Source: an optimization exercise on an open RTL-to-GDS flow (aim: small area, a short achievable clock period and few clock cycles per item). Production flows keep margins and buffers that such runs may drop. Function was not checked in any run shown here: the RTL went through the layout flow alone. Power is estimated from default activity; no workload was simulated.

==> design/flow/config.mk <==
export PLATFORM = sky130hd
export DESIGN_NAME = axi4l_slv_top
export DESIGN_NICKNAME = axi4l_slv_top
export VERILOG_FILES = /design/flow/design.v
export SDC_FILE = /design/flow/constraint.sdc
export NUM_CORES = 4
export LEC_CHECK = 0
export ABC_AREA = 1
export CAP_MARGIN = 20
export CORE_MARGIN = 2
export CORE_UTILIZATION = 40
export SETUP_SLACK_MARGIN = 1.4
export SLEW_MARGIN = 20
==> design/flow/constraint.sdc <==
create_clock -name core_clock -period 3.0 [get_ports {aclk}]
set_input_delay 0.6000 -clock core_clock [delete_from_list [all_inputs] [get_ports {aclk}]]
set_output_delay 0.6000 -clock core_clock [all_outputs]
set_load 0.01 [all_outputs]
==> design/flow/design.v <==
`timescale 1 ns / 1 ps
`default_nettype none
module axi4l_slv_top #(
    parameter int ADDR_WIDTH = 12,
    parameter int DATA_WIDTH = 32
) (
    input var                     aclk,
    input var                     aresetn,
    input var  [  ADDR_WIDTH-1:0] s_axi_awaddr,
    input var  [             2:0] s_axi_awprot,
    input var                     s_axi_awvalid,
    output var                    s_axi_awready,
    input var  [  DATA_WIDTH-1:0] s_axi_wdata,
    input var  [DATA_WIDTH/8-1:0] s_axi_wstrb,
    input var                     s_axi_wvalid,
    output var                    s_axi_wready,
    output var [             1:0] s_axi_bresp,
    output var                    s_axi_bvalid,
    input var                     s_axi_bready,
    input var  [  ADDR_WIDTH-1:0] s_axi_araddr,
    input var  [             2:0] s_axi_arprot,
    input var                     s_axi_arvalid,
    output var                    s_axi_arready,
    output var [  DATA_WIDTH-1:0] s_axi_rdata,
    output var [             1:0] s_axi_rresp,
    output var                    s_axi_rvalid,
    input var                     s_axi_rready,
    output var                    irq_reg_irq,
    input var                     reg_irq_bit0,
    output var [            31:0] reg_a_b,
    input var  [            31:0] reg_c_d
);
  logic b_free, wr_hs;
  logic bvalid_q, berr_q;
  assign b_free = !bvalid_q || s_axi_bready;
  assign s_axi_awready = s_axi_wvalid && b_free;
  assign s_axi_wready = s_axi_awvalid && b_free;
  assign wr_hs = s_axi_awvalid && s_axi_wvalid && b_free;
  logic [9:0] wa;
  logic wa_lo;   
  assign wa = s_axi_awaddr[11:2];
  assign wa_lo = (wa[9:4] == 6'd0);
  logic wr_trap, wr_mask, wr_force, wr_trig, wr_a, wr_ok;
  assign wr_trap = wr_hs && wa_lo && (wa[3:0] == 4'd1);
  assign wr_mask = wr_hs && wa_lo && (wa[3:0] == 4'd2);
  assign wr_force = wr_hs && wa_lo && (wa[3:0] == 4'd3);
  assign wr_trig = wr_hs && wa_lo && (wa[3:0] == 4'd5);
  assign wr_a = wr_hs && wa_lo && (wa[3:0] == 4'd8);
  assign wr_ok = wa_lo && (wa[3:0] <= 4'd5 || wa[3:0] == 4'd8);
  always_ff @(posedge aclk) begin
    if (!aresetn) bvalid_q <= 1'b0;
    else if (wr_hs) bvalid_q <= 1'b1;
    else if (s_axi_bready) bvalid_q <= 1'b0;
  end
  always_ff @(posedge aclk) begin
    if (b_free) berr_q <= !wr_ok;
  end
  assign s_axi_bvalid = bvalid_q;
  assign s_axi_bresp = {berr_q, berr_q};
  logic trap_q, mask_q, trig_q, irq_in_q;
  logic [31:0] a_q;
  logic irq_event;
  always_ff @(posedge aclk) irq_in_q <= reg_irq_bit0;
  assign irq_event = reg_irq_bit0 && (!trig_q || !irq_in_q);
  always_ff @(posedge aclk) begin
    if (!aresetn) trap_q <= 1'b0;
    else
      trap_q <= (trap_q && !(wr_trap && !s_axi_wdata[0])) || (wr_force && s_axi_wdata[0]) ||
          irq_event;
  end
  always_ff @(posedge aclk) begin
    if (!aresetn) mask_q <= 1'b0;
    else if (wr_mask) mask_q <= s_axi_wdata[0];
  end
  always_ff @(posedge aclk) begin
    if (!aresetn) trig_q <= 1'b0;
    else if (wr_trig) trig_q <= s_axi_wdata[0];
  end
  logic a_ld, a_keep;
  assign a_ld = wr_a && aresetn;
  assign a_keep = !wr_a && aresetn;
  always_ff @(posedge aclk) a_q <= ({32{a_ld}} & s_axi_wdata) | ({32{a_keep}} & a_q);
  assign reg_a_b = a_q;
  assign irq_reg_irq = trap_q && mask_q;
  logic rvalid_q, rerr_q, r_free;
  logic [31:0] rdata_q;
  assign r_free = !rvalid_q || s_axi_rready;
  assign s_axi_arready = r_free;
  logic [9:0] ra;
  logic ra_lo;
  assign ra = s_axi_araddr[11:2];
  assign ra_lo = (ra[9:4] == 6'd0);
  logic ra_ok, rd_a, rd_c;
  assign ra_ok = ra_lo && (ra[3:0] <= 4'd5 || ra[3:0] == 4'd8 || ra[3:0] == 4'd9);
  assign rd_a = ra_lo && (ra[3:0] == 4'd8);
  assign rd_c = ra_lo && (ra[3:0] == 4'd9);
  logic rd_bit0;
  always_comb begin
    case (ra[3:0])
      4'd0: rd_bit0 = trap_q && mask_q;
      4'd1: rd_bit0 = trap_q;
      4'd2: rd_bit0 = mask_q;
      4'd4: rd_bit0 = irq_in_q;
      4'd5: rd_bit0 = trig_q;
      4'd8: rd_bit0 = a_q[0];
      4'd9: rd_bit0 = reg_c_d[0];
      default: rd_bit0 = 1'b0;
    endcase
  end
  always_ff @(posedge aclk) begin
    if (!aresetn) rvalid_q <= 1'b0;
    else if (r_free) rvalid_q <= s_axi_arvalid;
  end
  logic ld_a, ld_c, r_keep;
  assign ld_a = r_free && rd_a;
  assign ld_c = r_free && rd_c;
  assign r_keep = !r_free;
  always_ff @(posedge aclk) begin
    rdata_q[31:1] <= ({31{ld_a}} & a_q[31:1]) | ({31{ld_c}} & reg_c_d[31:1]) |
        ({31{r_keep}} & rdata_q[31:1]);
    rdata_q[0] <= (r_free && ra_lo && rd_bit0) || (r_keep && rdata_q[0]);
  end
  always_ff @(posedge aclk) begin
    if (r_free) rerr_q <= !ra_ok;
  end
  assign s_axi_rvalid = rvalid_q;
  assign s_axi_rdata = rdata_q;
  assign s_axi_rresp = {rerr_q, rerr_q};
endmodule
`default_nettype wire
==> design/flow/flow/run.sh <==
#!/bin/bash
# Standard ORFS layout with these changes:
#  - synthesis maps logic with the ABC script flow/abc_area.script (when present);
#    everything before ABC, so every register and its name, is the standard synthesis;
#  - the cells listed in flow/dont_use.txt (when present) are not used, in synthesis
#    and in the resizer (slow many-input OR/NOR gates);
#  - the port buffers are sky130 buf_1 cells instead of buffer_ports' default.
set -euo pipefail
here=$PWD
rm -rf "$here/scripts_abc"
cp -r "$FLOW_HOME/scripts" "$here/scripts_abc"
if [[ -f "$here/flow/abc_area.script" ]]; then
  cp "$here/flow/abc_area.script" "$here/scripts_abc/abc_area.script"
fi
if [[ -f "$here/flow/dont_use.txt" ]]; then
  export DONT_USE_CELLS="$(tr '\n' ' ' < "$here/flow/dont_use.txt")"
fi
export BUFFER_PORTS_ARGS="-buffer_cell sky130_fd_sc_hd__buf_1"
bash standard.sh SCRIPTS_DIR="$here/scripts_abc" synth > synth.log 2>&1
bash standard.sh > standard.log 2>&1
==> design/flow/flow/abc_area.script <==
strash
&get -n
&dch
&nf -R 1000
&put
topo
stime -c
==> design/flow/flow/dont_use.txt <==
sky130_fd_sc_hd__nor3_1
sky130_fd_sc_hd__nor3_2
sky130_fd_sc_hd__nor3_4
sky130_fd_sc_hd__nor3b_1
sky130_fd_sc_hd__nor3b_2
sky130_fd_sc_hd__nor3b_4
sky130_fd_sc_hd__nor4_1
sky130_fd_sc_hd__nor4_2
sky130_fd_sc_hd__nor4_4
sky130_fd_sc_hd__nor4b_1
sky130_fd_sc_hd__nor4b_2
sky130_fd_sc_hd__nor4b_4
sky130_fd_sc_hd__nor4bb_1
sky130_fd_sc_hd__nor4bb_2
sky130_fd_sc_hd__nor4bb_4
sky130_fd_sc_hd__or3_1
sky130_fd_sc_hd__or3_2
sky130_fd_sc_hd__or3_4
sky130_fd_sc_hd__or3b_1
sky130_fd_sc_hd__or3b_2
sky130_fd_sc_hd__or3b_4
sky130_fd_sc_hd__or4_1
sky130_fd_sc_hd__or4_2
sky130_fd_sc_hd__or4_4
sky130_fd_sc_hd__or4b_1
sky130_fd_sc_hd__or4b_2
sky130_fd_sc_hd__or4b_4
sky130_fd_sc_hd__or4bb_1
sky130_fd_sc_hd__or4bb_2
sky130_fd_sc_hd__or4bb_4
==> design/flow/standard.sh <==
#!/bin/bash
# synth_recipe.tcl (not shown) runs the flow's synth.tcl, then flattens the netlist and writes it again
# the make line also repeats each setting of config.mk as NAME=value (left out here)
make -C /OpenROAD-flow-scripts/flow DESIGN_CONFIG=/design/flow/config.mk WORK_HOME=/design/flow/orfs CLKGATE_MAP_FILE= SYNTH_SCRIPT=/design/flow/synth_recipe.tcl "${@:-finish}"
==> results of run 1 <==
[worst max-delay path, stage by stage]
cell and delay, ns:
buf_1 0.07, or4_4 0.53, nor3_4 0.13, and3_4 0.23, buf_12 0.13, a31oi_4 0.18
a22o_1 0.27
[state kept, by name, indices dropped and copies added (netlist names)]
| signal | cells |
|---|---|
| rdata_q | 32 |
| mask_q | 1 |
| rvalid_q | 1 |
| berr_q | 1 |
| rerr_q | 1 |
| bvalid_q | 1 |
| irq_in_q | 1 |
| a_q | 32 |
| trap_q | 1 |
| trig_q | 1 |
[per-layer routing]
metal | GRT usage | wire, µm
met1 | 0.302 | 3740
met3 | 0.0485 | 544
met4 | 0.0894 | 70
met5 | 0 | 0
met2 | 0.417 | 4450
[cell usage after synthesis (all sizes together)]
master	n
a21oi	6
buf	4
nor2b	3
nor2	9
a22o	32
a22oi	32
edfxtp	2
nand4b	2
nor3b	1
nor4bb	1
and2	4
or4	2
dfxtp	70
a32oi	2
nand3	1
clkinv	3
o21ai	9
and3	3
a31oi	1
nor3	3
nand2b	1
nand2	69
[report_power, final]
group	switching, mW	internal (mW)	total, mW
sequential	0.00260	0.963	0.966
clock	0.380	0.409	0.789
combinational	0.0743	0.0536	0.128
total	0.457	1.43	1.88
[worst paths after layout]
kind,end,cells past startpoint,start
worst max-delay path,a_q[12],7,s_axi_awaddr[7]
worst min register to register,mask_q,2,mask_q
worst min-delay path,irq_in_q,1,reg_irq_bit0
worst max register to register,a_q[12],6,bvalid_q
[what timing repair did]
item,CTS,global route
pin swaps,50,40
gates resized for setup,30,37
gates cloned,7,2
setup buffers,11,3
setup endpoints to repair,68,71
[layout make-up]
type / count / area share
Inverter: 3 / 0.00396
Sequential cell: 72 / 0.357
Clock inverter: 6 / 0.0159
Multi-Input combinational cell: 187 / 0.338
Tap cell: 77 / 0.0235
Timing Repair Buffer: 186 / 0.228
Clock buffer: 10 / 0.0335
[cell families after synthesis]
logic type             count (synthesis)  share of synthesized area
buffers and inverters                  7                     0.0162
AOI/OAI and AO/OA                     82                      0.243
DFF                                   72                      0.572
and+or+nand+nor                       99                      0.169
==> impl_metrics.prom, run 1 <==
# TYPE chip_impl_metric gauge
chip_impl_metric{name="final_layout_size_suffix_gt1_frac",unit=""} 0.207
chip_impl_metric{name="max_slew_margin",unit=""} 0.552
chip_impl_metric{name="fillCellCount",unit=""} 555
chip_impl_metric{name="grt.overflow.total",unit=""} 0
chip_impl_metric{name="final_util",unit=""} 0.654
chip_impl_metric{name="ctsLongestPathBuffers",unit=""} 2
chip_impl_metric{name="grt_pass1_vias",unit=""} 2650
chip_impl_metric{name="timing.final.setup_violations",unit=""} 0
chip_impl_metric{name="postSynthCellCount",unit=""} 260
chip_impl_metric{name="power_density",unit="nW/µm²"} 459
chip_impl_metric{name="top_level_ports",unit=""} 180
chip_impl_metric{name="dieArea",unit="µm²"} 7040
chip_impl_metric{name="antenna_found_initial",unit=""} 0
chip_impl_metric{name="fin_crit_sh",unit=""} 0.638
chip_impl_metric{name="groute.usage.overall",unit=""} 0.243
chip_impl_info{name="post-synth-top-area-cell",value="dfxtp_1"} 1
chip_impl_metric{name="diodes",unit=""} 0
chip_impl_metric{name="stdcell_area",unit="µm²"} 4100
chip_impl_metric{name="die_y",unit="µm"} 83.9
chip_impl_metric{name="dpl.hpwl",unit="µm"} 5160
chip_impl_info{name="clockRootBuffer",value="clkbuf_8"} 1
chip_impl_metric{name="numClockSinks",unit=""} 72
chip_impl_metric{name="initial_utilization",unit=""} 0.407
chip_impl_metric{name="route.vias.total",unit=""} 2851
chip_impl_metric{name="num_rows",unit=""} 29
chip_impl_metric{name="sequential_cell_area",unit="µm²"} 1470
chip_impl_metric{name="final_hold_viol_count",unit=""} 0
chip_impl_metric{name="register_bit_total_from_synthesis",unit=""} 72
chip_impl_metric{name="layoutNonFillerInstCount",unit=""} 541
chip_impl_metric{name="clock_tree.htree_level_count",unit=""} 3
chip_impl_metric{name="dp_cell_count",unit=""} 502
chip_impl_metric{name="synth_cell_type_count",unit=""} 22
chip_impl_metric{name="setup_total_negative_slack",unit="ns"} 0
chip_impl_metric{name="routed_via_density",unit=""} 5.27
chip_impl_metric{name="drt_first_pass_iters",unit=""} 7
chip_impl_metric{name="fin_total_pwr",unit="mW"} 1.88
chip_impl_metric{name="grt_start_max_net_pins",unit=""} 34
chip_impl_metric{name="p_leak",unit="nW"} 1.56
chip_impl_metric{name="summed_instance_area_of_the_synthesized_netlist",unit="µm²"} 2550
chip_impl_metric{name="pnr_worst_setup_slack",unit="ns"} 1.09
chip_impl_info{name="hp-class",value="input pin to flip-flop"} 1
chip_impl_metric{name="grt_pass1_wl",unit="µm"} 13300
chip_impl_info{name="result_of_the_run",value="complete, no violations"} 1
chip_impl_metric{name="synth_largest_type_area_fraction",unit=""} 0.549
chip_impl_metric{name="final_net_count",unit=""} 565
chip_impl_info{name="final_cell_mix",value="160 x buf_1, 67 x dfxtp_1, 58 x nand2_1"} 1
chip_impl_metric{name="synth.yosys.seq_area_share",unit=""} 0.572
chip_impl_metric{name="path_max_fanout",unit=""} 8
chip_impl_metric{name="route.antenna.remaining_nets",unit=""} 0
chip_impl_metric{name="drtIter0Drc",unit=""} 76
chip_impl_metric{name="postRouteWirelength",unit="µm"} 8800
chip_impl_metric{name="place_area",unit="µm²"} 3370
chip_impl_metric{name="avgSynthCellArea",unit="µm²"} 9.82
chip_impl_metric{name="cts_bufs_inserted",unit=""} 9
chip_impl_info{name="synth.top_cells.by_area",value="dfxtp_1 55%, a22o_1 11%, nand2_1 10%"} 1
chip_impl_info{name="critical_path.startpoint_type",value="input pin"} 1
chip_impl_metric{name="hold_fix_buffer_count_after_cts",unit=""} 0
chip_impl_metric{name="critPathRequiredTime",unit="ns"} 3.23
chip_impl_info{name="cp_class",value="input pin to flip-flop"} 1
chip_impl_metric{name="hold_slack",unit="ns"} 0.390
chip_impl_metric{name="crit_arrival",unit="ns"} 2.14
chip_impl_info{name="setup_repair_after_global_routing_missed_its_margin",value="yes"} 1
chip_impl_metric{name="worst_slew_pin_slew",unit="ns"} 0.671
chip_impl_metric{name="maxCapViolations",unit=""} 0
chip_impl_metric{name="core",unit="µm²"} 6280
chip_impl_metric{name="gpl_wtd_cong",unit=""} 0.760
chip_impl_metric{name="report.final.slew_viol_count",unit=""} 0
chip_impl_metric{name="rrSetupSlack",unit="ns"} 1.50
chip_impl_info{name="cts_tree",value="done"} 1
chip_impl_metric{name="wire_per_inst",unit="µm"} 16.3
chip_impl_metric{name="warning_count_from_the_yosys_run",unit=""} 1
chip_impl_info{name="layout.cells.most_common",value="buf_1"} 1
chip_impl_metric{name="syn_to_final_growth",unit="%"} 60.7
chip_impl_info{name="critPathCaptureType",value="flip-flop"} 1
chip_impl_metric{name="finalCriticalPeriod",unit="ns"} 1.91
chip_impl_metric{name="clock_latency",unit="ns"} 0.34
chip_impl_metric{name="clk_pin_slew",unit="ns"} 0.08
chip_impl_metric{name="placement.setup.worst_slack",unit="ns"} 0.516
chip_impl_metric{name="number_of_nets_in_the_synthesized_netlist",unit=""} 366
chip_impl_metric{name="fmaxAchievable",unit="GHz"} 0.523
chip_impl_metric{name="fin_worst_skew",unit="ns"} 0.00689
chip_impl_metric{name="die_x",unit="µm"} 83.9
chip_impl_metric{name="multi_input_comb_area",unit="µm²"} 1390
chip_impl_metric{name="post-route-drc-count",unit=""} 0
chip_impl_metric{name="port_buffers",unit=""} 165
chip_impl_metric{name="worst_ir_drop_vdd",unit="mV"} 0.375
==> inputs of run 2 (changes only) <==
==> design/flow/flow/run.sh (replaced) <==
#!/bin/bash
# Standard ORFS layout with two changes:
#  - synthesis maps logic with an area-oriented ABC script (flow/abc_area.script);
#    everything before ABC, so every register and its name, is the standard synthesis;
#  - the port buffers are sky130 buf_1 cells instead of buffer_ports' default.
set -euo pipefail
here=$PWD
rm -rf "$here/scripts_abc"
cp -r "$FLOW_HOME/scripts" "$here/scripts_abc"
cp "$here/flow/abc_area.script" "$here/scripts_abc/abc_area.script"
export BUFFER_PORTS_ARGS="-buffer_cell sky130_fd_sc_hd__buf_1"
bash standard.sh SCRIPTS_DIR="$here/scripts_abc" synth > synth.log 2>&1
bash standard.sh > standard.log 2>&1
removed: design/flow/flow/dont_use.txt
==> run 2 against run 1 <==
  * Core utilization stayed put
  * Non-clock buffer count stayed put
  * Clock power is essentially flat
  * Largest power group unchanged
  * Global-route usage is the same
  * Fmax is the same
  * Die area did not move
  * Setup slack did not move
  * Still clean on timing, DRC and antenna
==> impl_metrics.prom, run 2 <==
# TYPE chip_impl_metric gauge
chip_impl_info{name="result_of_the_run",value="complete, no violations"} 1
chip_impl_metric{name="final_layout_size_suffix_gt1_frac",unit=""} 0.207
chip_impl_metric{name="dpl.hpwl",unit="µm"} 5160
chip_impl_metric{name="avgSynthCellArea",unit="µm²"} 9.82
chip_impl_info{name="ys.flop_type",value="dfxtp_1"} 1
chip_impl_metric{name="yosys.area_share.adder",unit=""} 0
chip_impl_metric{name="synth-edff-count",unit=""} 2
chip_impl_metric{name="number_of_nets_in_the_synthesized_netlist",unit=""} 366
chip_impl_info{name="setup_repair_after_global_routing_missed_its_margin",value="yes"} 1
chip_impl_metric{name="groute.layer.met2.usage",unit=""} 0.417
chip_impl_info{name="worst_setup_path_startpoint",value="s_axi_awaddr[7]"} 1
chip_impl_info{name="timing.hold.worst.start",value="reg_irq_bit0"} 1
chip_impl_metric{name="ctsLongestPathBuffers",unit=""} 2
chip_impl_info{name="largestRegisters",value="a_q: 32 flops, rdata_q: 32 flops"} 1
chip_impl_metric{name="summed_instance_area_of_the_synthesized_netlist",unit="µm²"} 2550
chip_impl_metric{name="syn_to_final_growth",unit="%"} 60.7
chip_impl_metric{name="p_leak",unit="nW"} 1.56
chip_impl_metric{name="groute.usage.overall",unit=""} 0.243
chip_impl_info{name="critical_path.startpoint_type",value="input pin"} 1
chip_impl_metric{name="power.internal",unit="mW"} 1.43
chip_impl_metric{name="wire_per_inst",unit="µm"} 16.3
chip_impl_info{name="largest_family_of_logic_cells_by_synthesized_area",value="compound AO/OA/AOI/OAI gates"} 1
chip_impl_metric{name="max_slew_margin",unit=""} 0.552
chip_impl_metric{name="postRouteWirelength",unit="µm"} 8800
chip_impl_metric{name="switching_power",unit="µW"} 457
chip_impl_metric{name="fin_worst_skew",unit="ns"} 0.00689
chip_impl_metric{name="final_util",unit=""} 0.654
chip_impl_metric{name="cts_bufs_inserted",unit=""} 9
chip_impl_info{name="synth_common_cells",value="70 x dfxtp_1, 69 x nand2_1, 32 x a22o_1, 32 x a22oi_1"} 1
chip_impl_metric{name="grt.overflow.total",unit=""} 0
chip_impl_metric{name="port_buffers",unit=""} 165
chip_impl_metric{name="worst_slew_pin_slew",unit="ns"} 0.671
chip_impl_metric{name="route.antenna.remaining_nets",unit=""} 0
chip_impl_metric{name="route.vias.total",unit=""} 2851
chip_impl_metric{name="report.final.slew_viol_count",unit=""} 0
chip_impl_metric{name="critPathRequiredTime",unit="ns"} 3.23
chip_impl_info{name="critPathCaptureType",value="flip-flop"} 1
chip_impl_info{name="post-synth-top-area-cell",value="dfxtp_1"} 1
chip_impl_metric{name="synth_cell_type_count",unit=""} 22
chip_impl_info{name="final_cell_mix",value="160 x buf_1, 67 x dfxtp_1, 58 x nand2_1"} 1
chip_impl_metric{name="clock_latency",unit="ns"} 0.34
chip_impl_metric{name="p_clk_frac",unit=""} 0.419
chip_impl_metric{name="gr-usage-met1",unit=""} 0.302
chip_impl_metric{name="fin_total_pwr",unit="mW"} 1.88
chip_impl_metric{name="pnr_worst_setup_slack",unit="ns"} 1.09
chip_impl_metric{name="asyncSetResetFlopFracSynth",unit=""} 0
chip_impl_metric{name="finalCriticalPeriod",unit="ns"} 1.91
chip_impl_metric{name="grt_start_max_net_pins",unit=""} 34
chip_impl_metric{name="synth_largest_type_area_fraction",unit=""} 0.549
chip_impl_metric{name="die_x",unit="µm"} 83.9
chip_impl_metric{name="power.combinational.fraction",unit=""} 0.068
chip_impl_info{name="clockRootBuffer",value="clkbuf_8"} 1
chip_impl_metric{name="register_bit_total_from_synthesis",unit=""} 72
chip_impl_metric{name="numClockSinks",unit=""} 72
chip_impl_metric{name="post_synth_and_or_nand_nor_area_fraction",unit=""} 0.169
chip_impl_metric{name="postSynthCellCount",unit=""} 260
chip_impl_metric{name="placement.setup.worst_slack",unit="ns"} 0.516
chip_impl_info{name="synth.top_cells.by_area",value="dfxtp_1 55%, a22o_1 11%, nand2_1 10%"} 1
chip_impl_metric{name="diodes",unit=""} 0
chip_impl_metric{name="crit_arrival",unit="ns"} 2.14
chip_impl_info{name="grt_busiest_layer",value="met2"} 1
chip_impl_info{name="layout.cells.most_common",value="buf_1"} 1
chip_impl_metric{name="antenna_found_initial",unit=""} 0
chip_impl_metric{name="hold_slack",unit="ns"} 0.390
chip_impl_metric{name="top_level_ports",unit=""} 180
chip_impl_metric{name="initial_utilization",unit=""} 0.407
chip_impl_metric{name="met3_usage",unit=""} 0.0485
chip_impl_metric{name="grt_pass1_wl",unit="µm"} 13300
chip_impl_metric{name="synth-compound-area-share",unit=""} 0.243
chip_impl_metric{name="fmaxAchievable",unit="GHz"} 0.523
chip_impl_info{name="post-synth-top-count-cell",value="dfxtp_1"} 1
chip_impl_metric{name="timing.final.setup_violations",unit=""} 0
chip_impl_metric{name="drt_first_pass_iters",unit=""} 7
chip_impl_metric{name="maxCapViolations",unit=""} 0
chip_impl_info{name="cts_tree",value="done"} 1
chip_impl_info{name="cp_class",value="input pin to flip-flop"} 1
chip_impl_metric{name="synth.mux.area_fraction",unit=""} 0
chip_impl_metric{name="gpl_wtd_cong",unit=""} 0.760
chip_impl_metric{name="final_net_count",unit=""} 565
chip_impl_metric{name="drtIter0Drc",unit=""} 76
chip_impl_metric{name="warning_count_from_the_yosys_run",unit=""} 1
chip_impl_metric{name="post_synth_xor_area_fraction",unit=""} 0
chip_impl_info{name="hp-class",value="input pin to flip-flop"} 1
chip_impl_metric{name="clock_tree.htree_level_count",unit=""} 3
chip_impl_metric{name="routed_via_density",unit=""} 5.27
chip_impl_metric{name="hold_fix_buffer_count_after_cts",unit=""} 0
chip_impl_metric{name="die_y",unit="µm"} 83.9
chip_impl_metric{name="power_density",unit="nW/µm²"} 459
chip_impl_info{name="r2r_start",value="bvalid_q"} 1
chip_impl_metric{name="worst_ir_drop_vdd",unit="mV"} 0.375
chip_impl_metric{name="sequentialPowerShare",unit=""} 0.513
chip_impl_metric{name="synth.yosys.seq_area_share",unit=""} 0.572
chip_impl_metric{name="num_rows",unit=""} 29
chip_impl_metric{name="core",unit="µm²"} 6280
chip_impl_metric{name="grt_pass1_vias",unit=""} 2650
chip_impl_metric{name="final_hold_viol_count",unit=""} 0
chip_impl_metric{name="dieArea",unit="µm²"} 7040
chip_impl_metric{name="rrSetupSlack",unit="ns"} 1.50
chip_impl_metric{name="power.share.switching",unit=""} 0.243
chip_impl_metric{name="post-route-drc-count",unit=""} 0
chip_impl_metric{name="path_max_fanout",unit=""} 8
chip_impl_metric{name="fin_crit_sh",unit=""} 0.638
chip_impl_metric{name="setup_total_negative_slack",unit="ns"} 0
chip_impl_metric{name="clk_pin_slew",unit="ns"} 0.08
-- run 2: final timing paths --
path | to | cells after the start
max | a_q[12] | 7
max reg2reg | a_q[12] | 6
min | irq_in_q | 1
min reg2reg | mask_q | 2
-- run 2: power groups by stage --
| stage | clock network [mW] | logic (mW) | registers [mW] |
|---|---|---|---|
| finish | 0.789 | 0.128 | 0.966 |
| global route | 0.839 | 0.140 | 0.966 |
| CTS | 0.800 | 0.121 | 0.965 |
| detailed placement | 0 | 0.0976 | 0.987 |
| global placement | 0 | 0.0963 | 0.987 |
| floorplan | 0 | 0.0325 | 0.988 |
-- run 2: worst max-delay path, stage by stage --
cell and delay, ns:
buf_1 0.07, or4_4 0.53, nor3_4 0.13, and3_4 0.23, buf_12 0.13, a31oi_4 0.18
a22o_1 0.27
-- run 2: cell families (layout without fill, tap and decap cells) --
kind of cell | count (synthesis) | count (layout)
and+or+nand+nor | 99 | 102
AOI/OAI and AO/OA | 82 | 85
DFF | 72 | 72
buffers and inverters | 7 | 205
-- run 2: repair_timing --
item | CTS | global route
hold endpoints to repair | 0 | 0
cloned | 7 | 2
pin swaps | 50 | 40
setup buffers | 11 | 3
gates resized for setup | 30 | 37
setup endpoints to repair | 68 | 71
-- run 2: metal layers --
| layer | vias up | routed length (µm) |
|---|---|---|
| li1 | 1388 | - |
| met1 | 1343 | 3740 |
| met2 | 113 | 4450 |
| met3 | 7 | 544 |
| met4 | 0 | 70 |
| met5 | - | 0 |
-- run 2: layout make-up --
type                    count  area [µm²]
repair buffers            186         937
well taps                  77        96.3
clock inverters             6        65.1
flip-flops and latches     72        1470
fillers                   555        2170
inverters                   3        16.3
multi-input cells         187        1390
clock buffers              10         138
-- run 2: stage by stage --
stage / cell area [µm²] / std cells
final: 4100 / 541
after global routing: 4100 / 541
after CTS: 3880 / 536
after detailed placement: 3370 / 502
after global placement: 3370 / 502
after floorplan: 2640 / 260
==> inputs of run 3 (changes only) <==
==> design/flow/flow/abc_area.script (replaced) <==
strash
&get -n
&dch
&nf
&put
topo
stime -c
==> run 3 against run 2 <==
  * Still clean on timing, DRC and antenna
  * Register-to-register slack got worse by 0.09 ns
  * Fmax rose by 13%
  * First-iteration DRC count fell by 11%
  * Sequential cell count did not move
  * Core utilization fell by 2.7 points
  * Sequential share of layout area rose by 1.4 points
  * Worst hold slack improved by 0.013 ns
==> impl_metrics.prom, run 3 <==
# TYPE chip_impl_metric gauge
chip_impl_info{name="result_of_the_run",value="complete, no violations"} 1
chip_impl_metric{name="power_density",unit="nW/µm²"} 476
chip_impl_info{name="setup_repair_after_global_routing_missed_its_margin",value="yes"} 1
chip_impl_metric{name="clock_latency",unit="ns"} 0.33
chip_impl_info{name="final_cell_mix",value="160 x buf_1, 66 x dfxtp_1, 62 x nand2_1"} 1
chip_impl_metric{name="antenna_found_initial",unit=""} 0
chip_impl_info{name="post-synth-top-count-cell",value="dfxtp_1"} 1
chip_impl_metric{name="port_buffers",unit=""} 165
chip_impl_metric{name="warning_count_from_the_yosys_run",unit=""} 1
chip_impl_metric{name="max_slew_margin",unit=""} 0.740
chip_impl_info{name="hp-class",value="input pin to flip-flop"} 1
chip_impl_metric{name="critical_path.n_buffers_inverters",unit=""} 3
chip_impl_metric{name="initial_utilization",unit=""} 0.412
chip_impl_metric{name="groute.usage.overall",unit=""} 0.213
chip_impl_metric{name="worst_slew_pin_slew",unit="ns"} 0.390
chip_impl_metric{name="syn_to_final_growth",unit="%"} 52.1
chip_impl_metric{name="synth.yosys.seq_area_share",unit=""} 0.562
chip_impl_metric{name="yosys.area_share.adder",unit=""} 0
chip_impl_metric{name="dieArea",unit="µm²"} 7160
chip_impl_metric{name="postSynthCellCount",unit=""} 262
chip_impl_metric{name="critical-path-max-stage-delay",unit="ns"} 0.57
chip_impl_metric{name="pnr_worst_setup_slack",unit="ns"} 1.31
chip_impl_info{name="critPathCaptureType",value="flip-flop"} 1
chip_impl_info{name="timing.rr.end",value="rdata_q[30]"} 1
chip_impl_metric{name="maxCapViolations",unit=""} 0
chip_impl_metric{name="wire_per_inst",unit="µm"} 15.4
chip_impl_metric{name="p_leak",unit="nW"} 1.57
chip_impl_metric{name="core",unit="µm²"} 6310
chip_impl_metric{name="num_rows",unit=""} 29
chip_impl_metric{name="final_layout_size_suffix_gt1_frac",unit=""} 0.158
chip_impl_info{name="layout.cells.most_common",value="buf_1"} 1
chip_impl_info{name="post-synth-top-area-cell",value="dfxtp_1"} 1
chip_impl_info{name="critical_path.startpoint_type",value="input pin"} 1
chip_impl_metric{name="synth-edff-count",unit=""} 2
chip_impl_metric{name="drt_first_pass_iters",unit=""} 4
chip_impl_metric{name="avgSynthCellArea",unit="µm²"} 9.92
chip_impl_info{name="critPathTopFamily",value="simple AND/OR/NAND/NOR gates"} 1
chip_impl_info{name="timing.hold.worst.start",value="reg_irq_bit0"} 1
chip_impl_metric{name="reg2regPathDepth",unit=""} 7
chip_impl_metric{name="critPathRequiredTime",unit="ns"} 3.27
chip_impl_metric{name="synth-compound-area-share",unit=""} 0.241
chip_impl_metric{name="hold_fix_buffer_count_after_cts",unit=""} 0
chip_impl_metric{name="post_synth_xor_area_fraction",unit=""} 0
chip_impl_metric{name="grt_pass1_wl",unit="µm"} 11900
chip_impl_metric{name="synth.mux.area_fraction",unit=""} 0
chip_impl_metric{name="dpl.hpwl",unit="µm"} 5060
chip_impl_metric{name="gpl_wtd_cong",unit=""} 0.780
chip_impl_metric{name="summed_instance_area_of_the_synthesized_netlist",unit="µm²"} 2600
chip_impl_info{name="clockRootBuffer",value="clkbuf_8"} 1
chip_impl_metric{name="final_hold_viol_count",unit=""} 0
chip_impl_metric{name="post-route-drc-count",unit=""} 0
chip_impl_metric{name="grt.overflow.total",unit=""} 0
chip_impl_metric{name="grt_pass1_vias",unit=""} 2431
chip_impl_metric{name="post_synth_and_or_nand_nor_area_fraction",unit=""} 0.180
chip_impl_info{name="hold_endpoint",value="irq_in_q"} 1
chip_impl_metric{name="finalCriticalPeriod",unit="ns"} 1.69
chip_impl_metric{name="postRouteWirelength",unit="µm"} 8300
chip_impl_metric{name="rrSetupSlack",unit="ns"} 1.41
chip_impl_metric{name="place_area",unit="µm²"} 3390
chip_impl_info{name="critical_path.cell_chain",value="buf_1 -> or4_4 -> nor4_4 -> buf_6 -> buf_8 -> a22oi_1 -> nand2_1"} 1
chip_impl_metric{name="numClockSinks",unit=""} 72
chip_impl_metric{name="final_net_count",unit=""} 565
chip_impl_metric{name="report.final.slew_viol_count",unit=""} 0
chip_impl_metric{name="drtIter0Drc",unit=""} 68
chip_impl_info{name="ys.flop_type",value="dfxtp_1"} 1
chip_impl_metric{name="asyncSetResetFlopFracSynth",unit=""} 0
chip_impl_metric{name="path_max_fanout",unit=""} 8
chip_impl_metric{name="grt_start_max_net_pins",unit=""} 33
chip_impl_metric{name="clock_tree.htree_level_count",unit=""} 3
chip_impl_metric{name="cts_bufs_inserted",unit=""} 9
chip_impl_metric{name="synth_cell_type_count",unit=""} 32
chip_impl_metric{name="synth_largest_type_area_fraction",unit=""} 0.539
chip_impl_metric{name="top_level_ports",unit=""} 180
chip_impl_info{name="worst_setup_path_startpoint",value="s_axi_araddr[9]"} 1
chip_impl_info{name="cts_tree",value="done"} 1
chip_impl_metric{name="number_of_nets_in_the_synthesized_netlist",unit=""} 368
chip_impl_metric{name="worst_ir_drop_vdd",unit="mV"} 0.309
chip_impl_metric{name="ctsLongestPathBuffers",unit=""} 2
chip_impl_metric{name="fmaxAchievable",unit="GHz"} 0.591
chip_impl_info{name="synth.top_cells.by_area",value="dfxtp_1 54%, a22o_1 11%, nand2_1 10%"} 1
chip_impl_metric{name="die_x",unit="µm"} 84.6
chip_impl_metric{name="fin_total_pwr",unit="mW"} 1.88
chip_impl_metric{name="die_y",unit="µm"} 84.6
chip_impl_metric{name="holdPathStages",unit=""} 1
chip_impl_info{name="largestRegisters",value="a_q: 32 flops, rdata_q: 32 flops"} 1
chip_impl_metric{name="placement.setup.worst_slack",unit="ns"} 0.841
chip_impl_metric{name="routed_via_density",unit=""} 5.07
chip_impl_info{name="synth_common_cells",value="70 x dfxtp_1, 69 x nand2_1, 33 x a22o_1"} 1
chip_impl_info{name="cp_class",value="input pin to flip-flop"} 1
chip_impl_metric{name="route.antenna.remaining_nets",unit=""} 0
chip_impl_metric{name="route.vias.total",unit=""} 2736
chip_impl_info{name="largest_family_of_logic_cells_by_synthesized_area",value="compound AO/OA/AOI/OAI gates"} 1
chip_impl_info{name="crit_slowest_cell",value="or4_4"} 1
chip_impl_metric{name="clk_pin_slew",unit="ns"} 0.07
chip_impl_metric{name="crit_arrival",unit="ns"} 1.96
chip_impl_metric{name="diodes",unit=""} 0
chip_impl_metric{name="fin_worst_skew",unit="ns"} 0.00754
chip_impl_metric{name="timing.final.setup_violations",unit=""} 0
chip_impl_metric{name="register_bit_total_from_synthesis",unit=""} 72
chip_impl_metric{name="stdcell_area",unit="µm²"} 3950
chip_impl_metric{name="fin_crit_sh",unit=""} 0.564
chip_impl_metric{name="fillCellCount",unit=""} 613
chip_impl_info{name="r2r_start",value="rvalid_q"} 1
## run 3: cell types whose count changed in the layout (fill, tap and decap cells not counted), moves of 4 or more
cell,before,now
a22oi_1,13,29
a22oi_2,19,2
o21ai_1,4,0
a31oi_4,4,0
and3_4,5,0
buf_4,8,13
nand2_1,58,62
## run 3: worst reg2reg max path: cells and delay by family (launching register included)
kind            cells  cell delay [ns]
buf+inv             3             0.58
simple gates        3             0.51
flops               1             0.32
compound gates      1             0.12
## run 3: cell type report
class                   count  area (µm²)  area share
clock buffers              10         149      0.0377
clock inverters             5        53.8      0.0136
inverters                   4        16.3     0.00411
multi-input cells         182        1230       0.311
flip-flops and latches     72        1470       0.371
well taps                  77        96.3      0.0244
repair buffers            190         942       0.238
## run 3: metrics by stage
stage	hold WS [ns]	TNS, ns	std cells	utilization
after global routing	0.379	0	540	0.626
final	0.403	0	540	0.626
after global placement	0.450	0	505	0.537
after detailed placement	0.456	0	505	0.537
after floorplan	0.464	-21.18	262	-
after CTS	0.373	0	529	0.595
## run 3: worst max path at each step
stage / end / slack (ns) / cells after the start
final: rdata_q[5] / 1.31 / 7
after global placement: rdata_q[5] / 0.86 / 6
after CTS: s_axi_awready / 1.33 / 4
after global routing: rdata_q[5] / 1.27 / 7
after floorplan: rdata_q[15] / -0.74 / 4
after detailed placement: rdata_q[15] / 0.84 / 6
## run 3: layer usage
layer,wire [µm],track usage
met5,0,0
met1,3590,0.269
met2,4050,0.347
met3,539,0.0541
met4,117,0.0895
## run 3: kinds of logic after synthesis
kind of cell | after synthesis
compound gates | 79
buf+inv | 8
flops | 72
simple gates | 103
## run 3: timing repair
action,in CTS,in global routing
pin swaps,8,38
endpoints found under the setup margin,67,70
setup buffers,7,8
resized for setup,29,23
hold endpoints to repair,0,0
cloned,2,3
## run 3: power by group
group          internal (mW)  switching, mW  total [mW]
registers              0.963        0.00242       0.966
logic                 0.0680         0.0710       0.139
clock network          0.428          0.351       0.779
==> inputs of run 4 (changes only) <==
==> design/flow/flow/abc_area.script (replaced) <==
strash
dch
map
topo
stime -c
==> run 4 against run 3 <==
  * Core utilization decreased by 0.73 points
  * Count of clock-buffer cells in the layout increased by 1
  * Non-clock buffer count decreased by 5
  * Die area increased by 14%
  * Critical path type is now flip-flop to primary output
  * Critical endpoint is now s_axi_arready
==> impl_metrics.prom, run 4 <==
# TYPE chip_impl_metric gauge
chip_impl_metric{name="postSynthCellCount",unit=""} 370
chip_impl_info{name="cp_class",value="flip-flop to primary output"} 1
chip_impl_metric{name="final_hold_viol_count",unit=""} 0
chip_impl_metric{name="setup_total_negative_slack",unit="ns"} 0
chip_impl_metric{name="dpl.hpwl",unit="µm"} 6240
chip_impl_metric{name="grt_pass1_vias",unit=""} 3184
chip_impl_metric{name="grt_start_max_net_pins",unit=""} 65
chip_impl_metric{name="report.final.slew_viol_count",unit=""} 0
chip_impl_metric{name="timing.final.setup_violations",unit=""} 0
chip_impl_info{name="final_cell_mix",value="157 x buf_1, 69 x nand4_1, 66 x dfxtp_1"} 1
chip_impl_metric{name="num_rows",unit=""} 31
chip_impl_metric{name="port_buffers",unit=""} 165
chip_impl_metric{name="clock_latency",unit="ns"} 0.34
chip_impl_metric{name="finalCriticalPeriod",unit="ns"} 1.74
chip_impl_metric{name="antenna_found_initial",unit=""} 0
chip_impl_metric{name="power.share.switching",unit=""} 0.249
chip_impl_metric{name="clock_tree.htree_level_count",unit=""} 3
chip_impl_metric{name="critPathRequiredTime",unit="ns"} 2.40
chip_impl_metric{name="route.antenna.remaining_nets",unit=""} 0
chip_impl_metric{name="gpl_wtd_cong",unit=""} 0.766
chip_impl_info{name="layout.cells.most_common",value="buf_1"} 1
chip_impl_metric{name="dieArea",unit="µm²"} 8140
chip_impl_metric{name="diodes",unit=""} 0
chip_impl_metric{name="synth_largest_type_area_fraction",unit=""} 0.471
chip_impl_info{name="clockRootBuffer",value="clkbuf_8"} 1
chip_impl_info{name="ys.flop_type",value="dfxtp_1"} 1
chip_impl_metric{name="stdcell_area",unit="µm²"} 4470
chip_impl_metric{name="top_level_ports",unit=""} 180
chip_impl_metric{name="drtIter0Drc",unit=""} 191
chip_impl_metric{name="grt_pass1_wl",unit="µm"} 16300
chip_impl_info{name="worst_setup_path_startpoint",value="rvalid_q"} 1
chip_impl_metric{name="ctsLongestPathBuffers",unit=""} 2
chip_impl_metric{name="postRouteWirelength",unit="µm"} 10500
chip_impl_metric{name="p_leak",unit="nW"} 1.53
chip_impl_metric{name="asyncSetResetFlopFracSynth",unit=""} 0
chip_impl_metric{name="die_x",unit="µm"} 90.2
chip_impl_metric{name="initial_utilization",unit=""} 0.412
chip_impl_metric{name="path_max_fanout",unit=""} 2
chip_impl_metric{name="number_of_nets_in_the_synthesized_netlist",unit=""} 476
chip_impl_metric{name="cts_bufs_inserted",unit=""} 9
chip_impl_metric{name="layoutNonFillerInstCount",unit=""} 671
chip_impl_metric{name="die_y",unit="µm"} 90.2
chip_impl_info{name="critPathCaptureType",value="primary output"} 1
chip_impl_metric{name="clk_pin_slew",unit="ns"} 0.07
chip_impl_metric{name="post-route-drc-count",unit=""} 0
chip_impl_metric{name="sequentialPowerShare",unit=""} 0.507
chip_impl_metric{name="drt_first_pass_iters",unit=""} 4
chip_impl_metric{name="switching_power",unit="µW"} 476
chip_impl_info{name="timing.hold.worst.start",value="reg_irq_bit0"} 1
chip_impl_metric{name="core",unit="µm²"} 7210
chip_impl_metric{name="crit_arrival",unit="ns"} 1.14
chip_impl_metric{name="synth_cell_type_count",unit=""} 20
chip_impl_metric{name="power_density",unit="nW/µm²"} 427
chip_impl_metric{name="grt.overflow.total",unit=""} 0
chip_impl_metric{name="fmaxAchievable",unit="GHz"} 0.575
chip_impl_metric{name="route.vias.total",unit=""} 3568
chip_impl_metric{name="max_slew_margin",unit=""} 0.547
chip_impl_metric{name="power.internal",unit="mW"} 1.43
chip_impl_metric{name="maxCapViolations",unit=""} 0
chip_impl_metric{name="final_net_count",unit=""} 673
chip_impl_metric{name="syn_to_final_growth",unit="%"} 50.1
chip_impl_info{name="cts_tree",value="done"} 1
chip_impl_metric{name="place_area",unit="µm²"} 3970
chip_impl_metric{name="final_layout_size_suffix_gt1_frac",unit=""} 0.182
chip_impl_metric{name="worst_ir_drop_vdd",unit="mV"} 0.236
chip_impl_metric{name="fin_crit_sh",unit=""} 0.580
chip_impl_info{name="r2r_start",value="rvalid_q"} 1
chip_impl_info{name="post-synth-top-count-cell",value="dfxtp_1"} 1
chip_impl_metric{name="fillCellCount",unit=""} 695
chip_impl_info{name="post-synth-top-area-cell",value="dfxtp_1"} 1
chip_impl_metric{name="groute.usage.overall",unit=""} 0.252
chip_impl_info{name="critical_path.startpoint_type",value="flip-flop"} 1
chip_impl_metric{name="register_bit_total_from_synthesis",unit=""} 72
chip_impl_metric{name="pnr_worst_setup_slack",unit="ns"} 1.26
chip_impl_metric{name="summed_instance_area_of_the_synthesized_netlist",unit="µm²"} 2980
chip_impl_metric{name="hold_fix_buffer_count_after_cts",unit=""} 0
chip_impl_info{name="setup_repair_after_global_routing_missed_its_margin",value="yes"} 1
chip_impl_metric{name="synth-edff-count",unit=""} 2
chip_impl_metric{name="wire_per_inst",unit="µm"} 15.7
chip_impl_metric{name="worst_slew_pin_slew",unit="ns"} 0.679
chip_impl_metric{name="routed_via_density",unit=""} 5.32
chip_impl_info{name="hp-class",value="input pin to flip-flop"} 1
chip_impl_metric{name="numClockSinks",unit=""} 72
chip_impl_metric{name="avgSynthCellArea",unit="µm²"} 8.04
chip_impl_metric{name="dp_cell_count",unit=""} 635
chip_impl_metric{name="p_clk_frac",unit=""} 0.403
chip_impl_metric{name="placement.setup.worst_slack",unit="ns"} 0.749
chip_impl_metric{name="power.combinational.fraction",unit=""} 0.090
chip_impl_metric{name="fin_worst_skew",unit="ns"} 0.00901
chip_impl_info{name="synth_common_cells",value="70 x dfxtp_1, 69 x nand4_1, 67 x nand3_1"} 1
chip_impl_metric{name="warning_count_from_the_yosys_run",unit=""} 1
chip_impl_metric{name="synth.yosys.seq_area_share",unit=""} 0.491
chip_impl_info{name="result_of_the_run",value="complete, no violations"} 1
chip_impl_info{name="synth.top_cells.by_area",value="dfxtp_1 47%, nand4_1 15%, nand3_1 11%"} 1
chip_impl_info{name="largestRegisters",value="a_q: 32 flops, rdata_q: 32 flops"} 1
-- run 4: cell families (layout without fill, tap and decap cells) --
kind of cell | count (synthesis) | count (layout) | share of synthesized area
compound gates | 52 | 52 | 0.0959
flops | 72 | 72 | 0.491
buf+inv | 48 | 247 | 0.0656
simple gates | 198 | 201 | 0.347
-- run 4: what timing repair did --
| item | CTS | global route |
|---|---|---|
| pin swaps | 4 | 5 |
| setup endpoints to repair | 67 | 51 |
| cloned | 4 | 1 |
| setup buffers | 11 | 4 |
| gates resized for setup | 19 | 22 |
-- run 4: worst paths after layout --
check                                     end  slack [ns]  depth (start not counted)
worst max register to register     rdata_q[2]        1.51                          8
worst min-delay path                 irq_in_q        0.39                          1
worst max-delay path            s_axi_arready        1.26                          4
worst min register to register     rdata_q[0]        0.47                          2
-- run 4: worst max-delay path: stages (launching register included) --
cell	delay, ns
dfxtp_2	0.36
clkinv_4	0.06
nor2_4	0.18
clkinv_8	0.08
buf_6	0.12
-- run 4: power by group through the flow --
stage | clock [mW] | combinational [mW] | sequential [mW]
2_1_floorplan | 0 | 0.0537 | 0.988
3_3_place_gp | 0 | 0.142 | 0.988
3_5_place_dp | 0 | 0.144 | 0.988
4_1_cts | 0.784 | 0.162 | 0.967
5_1_grt | 0.836 | 0.190 | 0.967
6_report | 0.768 | 0.172 | 0.966
-- run 4: per-layer routing --
metal / routed length (µm) / vias to the layer above / part of all wire / GRT usage
met5: 0 / - / 0 / 0
met4: 135 / 0 / 0.013 / 0.0756
met3: 791 / 11 / 0.075 / 0.0545
met2: 5140 / 151 / 0.49 / 0.422
met1: 4440 / 1640 / 0.42 / 0.326
li1: - / 1766 / - / -
-- run 4: area by class of cell --
type / count / area, µm² / share of cell area
timing repair buffer: 185 / 845 / 0.189
tap: 99 / 124 / 0.0277
inverter: 44 / 185 / 0.0415
sequential: 72 / 1470 / 0.329
timing repair inverter: 2 / 20.0 / 0.00448
multi-input combinational: 253 / 1630 / 0.364
clock inverter: 5 / 56.3 / 0.0126
clock buffer: 11 / 141 / 0.0317
-- run 4: per-stage QoR --
step	total power [mW]	utilization	hold WS (ns)
2_1_floorplan	1.04	-	0.458
3_5_place_dp	1.13	0.550	0.455
5_1_grt	1.99	0.619	0.378
3_3_place_gp	1.13	0.550	0.451
6_report	1.91	0.619	0.386
4_1_cts	1.91	0.606	0.384
==> inputs of run 5 (changes only) <==
==> design/flow/flow/abc_area.script (replaced) <==
strash
&get -n
&dch
&nf -R 1000
&put
buffer -c
topo
stime -c
upsize -c
dnsize -c
==> run 5 against run 4 <==
  * Synthesized cell count is 25% lower
  * Global-route usage is 3.8 points lower
  * Sequential cell count stayed put
  * Highest routed layer unchanged
  * Count of clock-buffer cells in the layout is 1 higher
  * Fmax is 11% lower
  * Still clean on timing, DRC and antenna
  * Core utilization is 0.58 points higher
  * First-iteration DRC count is 59% lower
==> impl_metrics.prom, run 5 <==
# TYPE chip_impl_metric gauge
chip_impl_info{name="hp-class",value="input pin to flip-flop"} 1
chip_impl_info{name="clockRootBuffer",value="clkbuf_8"} 1
chip_impl_metric{name="postSynthCellCount",unit=""} 278
chip_impl_metric{name="power.share.switching",unit=""} 0.225
chip_impl_metric{name="synth_cell_type_count",unit=""} 31
chip_impl_metric{name="sequentialPowerShare",unit=""} 0.493
chip_impl_metric{name="synth-edff-count",unit=""} 2
chip_impl_metric{name="worst_slew_pin_slew",unit="ns"} 0.569
chip_impl_metric{name="p_leak",unit="nW"} 1.63
chip_impl_metric{name="power.internal",unit="mW"} 1.52
chip_impl_info{name="largestRegisters",value="a_q: 32 flops, rdata_q: 32 flops"} 1
chip_impl_metric{name="numClockSinks",unit=""} 72
chip_impl_metric{name="postRouteWirelength",unit="µm"} 8380
chip_impl_metric{name="port_buffers",unit=""} 165
chip_impl_metric{name="top_level_ports",unit=""} 180
chip_impl_metric{name="crit_arrival",unit="ns"} 2.20
chip_impl_metric{name="register_bit_total_from_synthesis",unit=""} 72
chip_impl_metric{name="gpl_wtd_cong",unit=""} 0.816
chip_impl_metric{name="fin_worst_skew",unit="ns"} 0.0113
chip_impl_metric{name="drt_first_pass_iters",unit=""} 4
chip_impl_metric{name="routed_via_density",unit=""} 5.08
chip_impl_metric{name="finalCriticalPeriod",unit="ns"} 1.97
chip_impl_info{name="setup_repair_after_global_routing_missed_its_margin",value="yes"} 1
chip_impl_metric{name="die_y",unit="µm"} 86.8
chip_impl_metric{name="final_net_count",unit=""} 564
chip_impl_info{name="cts_tree",value="done"} 1
chip_impl_metric{name="final_hold_viol_count",unit=""} 0
chip_impl_info{name="cp_class",value="input pin to flip-flop"} 1
chip_impl_metric{name="core",unit="µm²"} 6720
chip_impl_info{name="synth_common_cells",value="70 x dfxtp_1, 69 x nand2_1, 32 x a22o_1, 32 x a22oi_1, 8 x nor2_1"} 1
chip_impl_metric{name="warning_count_from_the_yosys_run",unit=""} 1
chip_impl_metric{name="summed_instance_area_of_the_synthesized_netlist",unit="µm²"} 2750
chip_impl_metric{name="grt.overflow.total",unit=""} 0
chip_impl_metric{name="final_layout_size_suffix_gt1_frac",unit=""} 0.212
chip_impl_metric{name="asyncSetResetFlopFracSynth",unit=""} 0
chip_impl_metric{name="number_of_nets_in_the_synthesized_netlist",unit=""} 384
chip_impl_metric{name="power_density",unit="nW/µm²"} 467
chip_impl_metric{name="cts_bufs_inserted",unit=""} 9
chip_impl_metric{name="grt_start_max_net_pins",unit=""} 34
chip_impl_metric{name="fmaxAchievable",unit="GHz"} 0.509
chip_impl_metric{name="synth_largest_type_area_fraction",unit=""} 0.510
chip_impl_metric{name="die_x",unit="µm"} 86.8
chip_impl_metric{name="stdcell_area",unit="µm²"} 4200
chip_impl_metric{name="route.antenna.remaining_nets",unit=""} 0
chip_impl_metric{name="power.combinational.fraction",unit=""} 0.061
chip_impl_info{name="post-synth-top-area-cell",value="dfxtp_1"} 1
chip_impl_metric{name="p_clk_frac",unit=""} 0.446
chip_impl_metric{name="maxCapViolations",unit=""} 0
chip_impl_info{name="post-synth-top-count-cell",value="dfxtp_1"} 1
chip_impl_metric{name="critPathRequiredTime",unit="ns"} 3.24
chip_impl_metric{name="clk_pin_slew",unit="ns"} 0.08
chip_impl_info{name="layout.cells.most_common",value="buf_1"} 1
chip_impl_metric{name="groute.usage.overall",unit=""} 0.214
chip_impl_metric{name="worst_ir_drop_vdd",unit="mV"} 0.270
chip_impl_metric{name="fin_crit_sh",unit=""} 0.655
chip_impl_metric{name="clock_latency",unit="ns"} 0.35
chip_impl_info{name="final_cell_mix",value="161 x buf_1, 67 x dfxtp_1, 62 x nand2_1"} 1
chip_impl_metric{name="num_rows",unit=""} 30
chip_impl_metric{name="place_area",unit="µm²"} 3400
chip_impl_metric{name="wire_per_inst",unit="µm"} 15.5
chip_impl_metric{name="dpl.hpwl",unit="µm"} 4980
chip_impl_info{name="critical_path.startpoint_type",value="input pin"} 1
chip_impl_metric{name="dieArea",unit="µm²"} 7540
chip_impl_metric{name="avgSynthCellArea",unit="µm²"} 9.87
chip_impl_metric{name="hold_fix_buffer_count_after_cts",unit=""} 0
chip_impl_metric{name="grt_pass1_wl",unit="µm"} 12200
chip_impl_metric{name="drtIter0Drc",unit=""} 79
chip_impl_metric{name="max_slew_margin",unit=""} 0.621
chip_impl_metric{name="grt_pass1_vias",unit=""} 2545
chip_impl_metric{name="setup_total_negative_slack",unit="ns"} 0
chip_impl_metric{name="synth.yosys.seq_area_share",unit=""} 0.532
chip_impl_metric{name="post-route-drc-count",unit=""} 0
chip_impl_metric{name="route.vias.total",unit=""} 2755
chip_impl_info{name="synth.top_cells.by_area",value="dfxtp_1 51%, a22o_1 10%, nand2_1 9.4%"} 1
chip_impl_metric{name="path_max_fanout",unit=""} 21
chip_impl_info{name="result_of_the_run",value="complete, no violations"} 1
chip_impl_metric{name="clock_tree.htree_level_count",unit=""} 3
chip_impl_metric{name="syn_to_final_growth",unit="%"} 52.9
chip_impl_metric{name="diodes",unit=""} 0
chip_impl_info{name="ys.flop_type",value="dfxtp_1"} 1
chip_impl_metric{name="report.final.slew_viol_count",unit=""} 0
chip_impl_metric{name="antenna_found_initial",unit=""} 0
chip_impl_metric{name="switching_power",unit="µW"} 440
chip_impl_info{name="critPathCaptureType",value="flip-flop"} 1
chip_impl_metric{name="initial_utilization",unit=""} 0.409
chip_impl_metric{name="ctsLongestPathBuffers",unit=""} 2
chip_impl_metric{name="timing.final.setup_violations",unit=""} 0
==> run 5: repair_timing <==
item | CTS | global route
gates cloned | 5 | 2
pin swaps | 38 | 4
buffers inserted | 11 | 2
resized for setup | 57 | 9
endpoints found under the setup margin | 69 | 70
==> run 5: layer usage <==
layer | vias to the layer above | share of wire | global-route usage
met4 | 0 | 0.0084 | 0.0554
met2 | 118 | 0.48 | 0.368
li1 | 1360 | - | -
met1 | 1271 | 0.43 | 0.258
met5 | - | 0 | 0
met3 | 6 | 0.080 | 0.0667
==> run 5: power by group through the flow <==
stage               combinational, mW  clock (mW)  sequential, mW
finish                          0.120       0.874           0.965
global route                    0.132       0.920           0.966
CTS                             0.118       0.884           0.965
detailed placement              0.101           0           0.987
global placement               0.0997           0           0.987
floorplan                      0.0374           0           0.988
==> run 5: cells by family (layout without fill, tap and decap cells) <==
group                  Yosys count  after routing  synth area share
AO/OA/AOI/OAI                   82             82             0.231
buffers and inverters           25            208            0.0656
flip-flops                      72             72             0.532
AND/OR/NAND/NOR                 99            100             0.171
==> run 5: through the flow <==
stage	hold slack [ns]	instances	power, mW	worst slack [ns]	util
global route	0.381	542	2.02	1.00	0.625
detailed placement	0.442	507	1.09	0.453	0.507
floorplan	0.429	278	1.03	0.877	-
CTS	0.369	538	1.97	1.05	0.610
global placement	0.437	507	1.09	0.472	0.507
finish	0.371	542	1.96	1.03	0.625
==> run 5: cell type report <==
cell class	count	area (µm²)
Fill cell	597	2520
Timing Repair Buffer	190	1040
Inverter	3	11.3
Sequential cell	72	1470
Clock buffer	12	188
Multi-Input combinational cell	182	1350
Tap cell	80	100
Clock inverter	3	43.8
==> run 5: path summary, 6_finish.rpt <==
check	startpoint	cells past startpoint	slack, ns	to
max	s_axi_awaddr[7]	8	1.03	a_q[16]
min reg2reg	mask_q	2	0.45	mask_q
max reg2reg	bvalid_q	7	1.52	a_q[16]
min	reg_irq_bit0	1	0.37	irq_in_q
==> run 5: critical path, stage by stage <==
cell and delay, ns:
buf_1 0.07, or4_4 0.54, nor3_4 0.14, and3_4 0.21, buf_4 0.11, a31oi_4 0.11
buf_12 0.19, a22o_1 0.24
==> inputs of run 6 (changes only) <==
==> design/flow/flow/run.sh (replaced) <==
#!/bin/bash
# Standard ORFS layout, but the port buffers are small sky130 buf_1 cells
# instead of the delay buffers buffer_ports picks by default.
set -euo pipefail
export BUFFER_PORTS_ARGS="-buffer_cell sky130_fd_sc_hd__buf_1"
bash standard.sh > standard.log 2>&1
removed: design/flow/flow/abc_area.script
==> run 6 against run 5 <==
  * Sequential share of layout area grew 0.80 points
  * Setup slack improved by 0.33 ns
  * Core utilization fell by 9.7 points
  * Clock skew shrank 0.0020 ns
  * First-iteration DRC count grew 46%
  * Power shrank 3.9%
  * Cell count increased by 26%
  * Non-clock buffer count is 11 lower
  * Critical path type is now input pin to primary output
  * Critical endpoint is now s_axi_arready
  * Largest cell class unchanged
  * Largest power group unchanged
==> impl_metrics.prom, run 6 <==
# TYPE chip_impl_metric gauge
chip_impl_info{name="r2r_start",value="rvalid_q"} 1
chip_impl_metric{name="reg2regPathDepth",unit=""} 7
chip_impl_metric{name="numClockSinks",unit=""} 72
chip_impl_info{name="result_of_the_run",value="complete, no violations"} 1
chip_impl_metric{name="clk_pin_slew",unit="ns"} 0.08
chip_impl_metric{name="drtIter0Drc",unit=""} 115
chip_impl_metric{name="synth-compound-area-share",unit=""} 0.0201
chip_impl_info{name="timing.hold.worst.start",value="reg_irq_bit0"} 1
chip_impl_metric{name="summed_instance_area_of_the_synthesized_netlist",unit="µm²"} 3230
chip_impl_info{name="ys.flop_type",value="dfxtp_1"} 1
chip_impl_metric{name="register_bit_total_from_synthesis",unit=""} 72
chip_impl_metric{name="yosys.area_share.adder",unit=""} 0
chip_impl_metric{name="diodes",unit=""} 0
chip_impl_metric{name="die_y",unit="µm"} 93.9
chip_impl_metric{name="synth.mux.area_fraction",unit=""} 0
chip_impl_metric{name="avgSynthCellArea",unit="µm²"} 7.70
chip_impl_info{name="layout.cells.most_common",value="buf_1"} 1
chip_impl_metric{name="grt_pass1_vias",unit=""} 3074
chip_impl_info{name="largestRegisters",value="a_q: 32 flops, rdata_q: 32 flops"} 1
chip_impl_metric{name="fin_worst_skew",unit="ns"} 0.00932
chip_impl_metric{name="asyncSetResetFlopFracSynth",unit=""} 0
chip_impl_metric{name="top_level_ports",unit=""} 180
chip_impl_metric{name="clock_latency",unit="ns"} 0.33
chip_impl_metric{name="fillCellCount",unit=""} 833
chip_impl_metric{name="number_of_nets_in_the_synthesized_netlist",unit=""} 526
chip_impl_metric{name="cts_bufs_inserted",unit=""} 9
chip_impl_metric{name="holdPathStages",unit=""} 1
chip_impl_metric{name="route.vias.total",unit=""} 3441
chip_impl_metric{name="post_synth_and_or_nand_nor_area_fraction",unit=""} 0.422
chip_impl_metric{name="finalCriticalPeriod",unit="ns"} 1.64
chip_impl_metric{name="hold_fix_buffer_count_after_cts",unit=""} 0
chip_impl_metric{name="synth.yosys.seq_area_share",unit=""} 0.452
chip_impl_metric{name="place_area",unit="µm²"} 3790
chip_impl_metric{name="routed_via_density",unit=""} 5.04
[run 6: cell types whose count changed in the layout (fill, tap and decap cells not counted), moves of 11 or more]
cell | before | now
nand3_1 | 0 | 67
nand4_1 | 0 | 66
nand2_1 | 62 | 120
a22o_1 | 32 | 0
a22oi_2 | 29 | 0
inv_1 | 2 | 13
[run 6: report_power, final]
part,switching [mW],internal (mW)
logic,0.0895,0.0495
clock network,0.369,0.410
registers,0.00269,0.963
total,0.461,1.42
[run 6: area by class of cell]
type                    count  area, µm²  area share
repair buffers            179        759       0.185
repair inverters            1       6.26     0.00153
clock buffers              10        138      0.0336
flip-flops and latches     72       1460       0.357
multi-input cells         292       1450       0.354
clock inverters             6       67.6      0.0165
inverters                  21       86.3      0.0211
well taps                 102        128      0.0311
[run 6: worst max path at each step]
stage               startpoint  cells after the start            end  slack [ns]
6_report          s_axi_rready                      4  s_axi_arready        1.36
5_1_grt               rvalid_q                      4  s_axi_arready        1.33
4_1_cts               rvalid_q                      4  s_axi_arready        1.26
3_5_place_dp   s_axi_awaddr[9]                      8         a_q[7]        0.91
3_3_place_gp   s_axi_awaddr[9]                      8        a_q[30]        0.94
2_1_floorplan  s_axi_araddr[9]                      4         rerr_q        1.34
[run 6: repair_timing]
action | 4_1_cts | 5_1_grt
endpoints found under the setup margin | 38 | 36
setup buffers | 1 | 4
pin swaps | 1 | 3
cloned | 2 | 0
gates resized for setup | 8 | 5
[run 6: logic make-up after synthesis]
group           after synthesis
compound gates               11
buf+inv                      57
flops                        72
simple gates                280
[run 6: critical path, stage by stage]
cell,delay [ns]
buf_1,0.10
nor2_4,0.18
inv_8,0.04
clkbuf_2,0.12
[run 6: stage by stage]
step                total power, mW  hold WS, ns  cells  setup slack [ns]
floorplan                      1.06        0.450    420              1.34
global placement               1.12        0.452    660             0.935
detailed placement             1.12        0.453    660             0.911
CTS                            1.90        0.373    679              1.26
global route                   1.96        0.379    683              1.33
finish                         1.88        0.385    683              1.36
[run 6: metal layers]
layer / GRT usage / wire, µm / vias to the layer above / part of all wire
met3: 0.0361 / 582 / 8 / 0.061
met1: 0.278 / 4290 / 1561 / 0.45
met2: 0.354 / 4570 / 119 / 0.48
met5: 0 / 0 / - / 0
li1: - / - / 1753 / -
met4: 0.0664 / 90 / 0 / 0.0094

[re-timing with driven ports]
In the flow no input, the clock included, has a driving cell. The finished layouts below were timed again as built, in two steps. Step 1 sets driving cells, clkbuf_16 on the clock port and buf_2 on the other inputs (assumed; they add their load-dependent delay and slew). Step 2 adds t to the input delays and takes it off the output delays; t is the mean of the earliest and latest rising clock arrival at the registers after step 1. Input paths then give back, and output paths get back, about the clock's delay inside the block. Slacks: ideal / step 1 / step 2; pairs: ideal / step 1.
run | t (ns) | setup slack, ns | worst setup path after step 2 | pins driven straight from the clock port
run 1 | 0.362 | 1.087 / 1.096 / 0.733 | input to register | 1
run 2 | 0.362 | 1.087 / 1.096 / 0.733 | input to register | 1
run 3 | 0.356 | 1.307 / 1.317 / 0.962 | input to register | 1
run 4 | 0.371 | 1.260 / 1.227 / 1.046 | input to register | 1
run 5 | 0.372 | 1.034 / 1.043 / 0.671 | input to register | 1
run 6 | 0.358 | 1.365 / 1.336 / 1.135 | input to register | 1
After both steps every run listed still meets setup and hold. The setup slack of run 5, which loses most, moves by +0.009 ns with the drivers and by -0.363 ns with both steps.
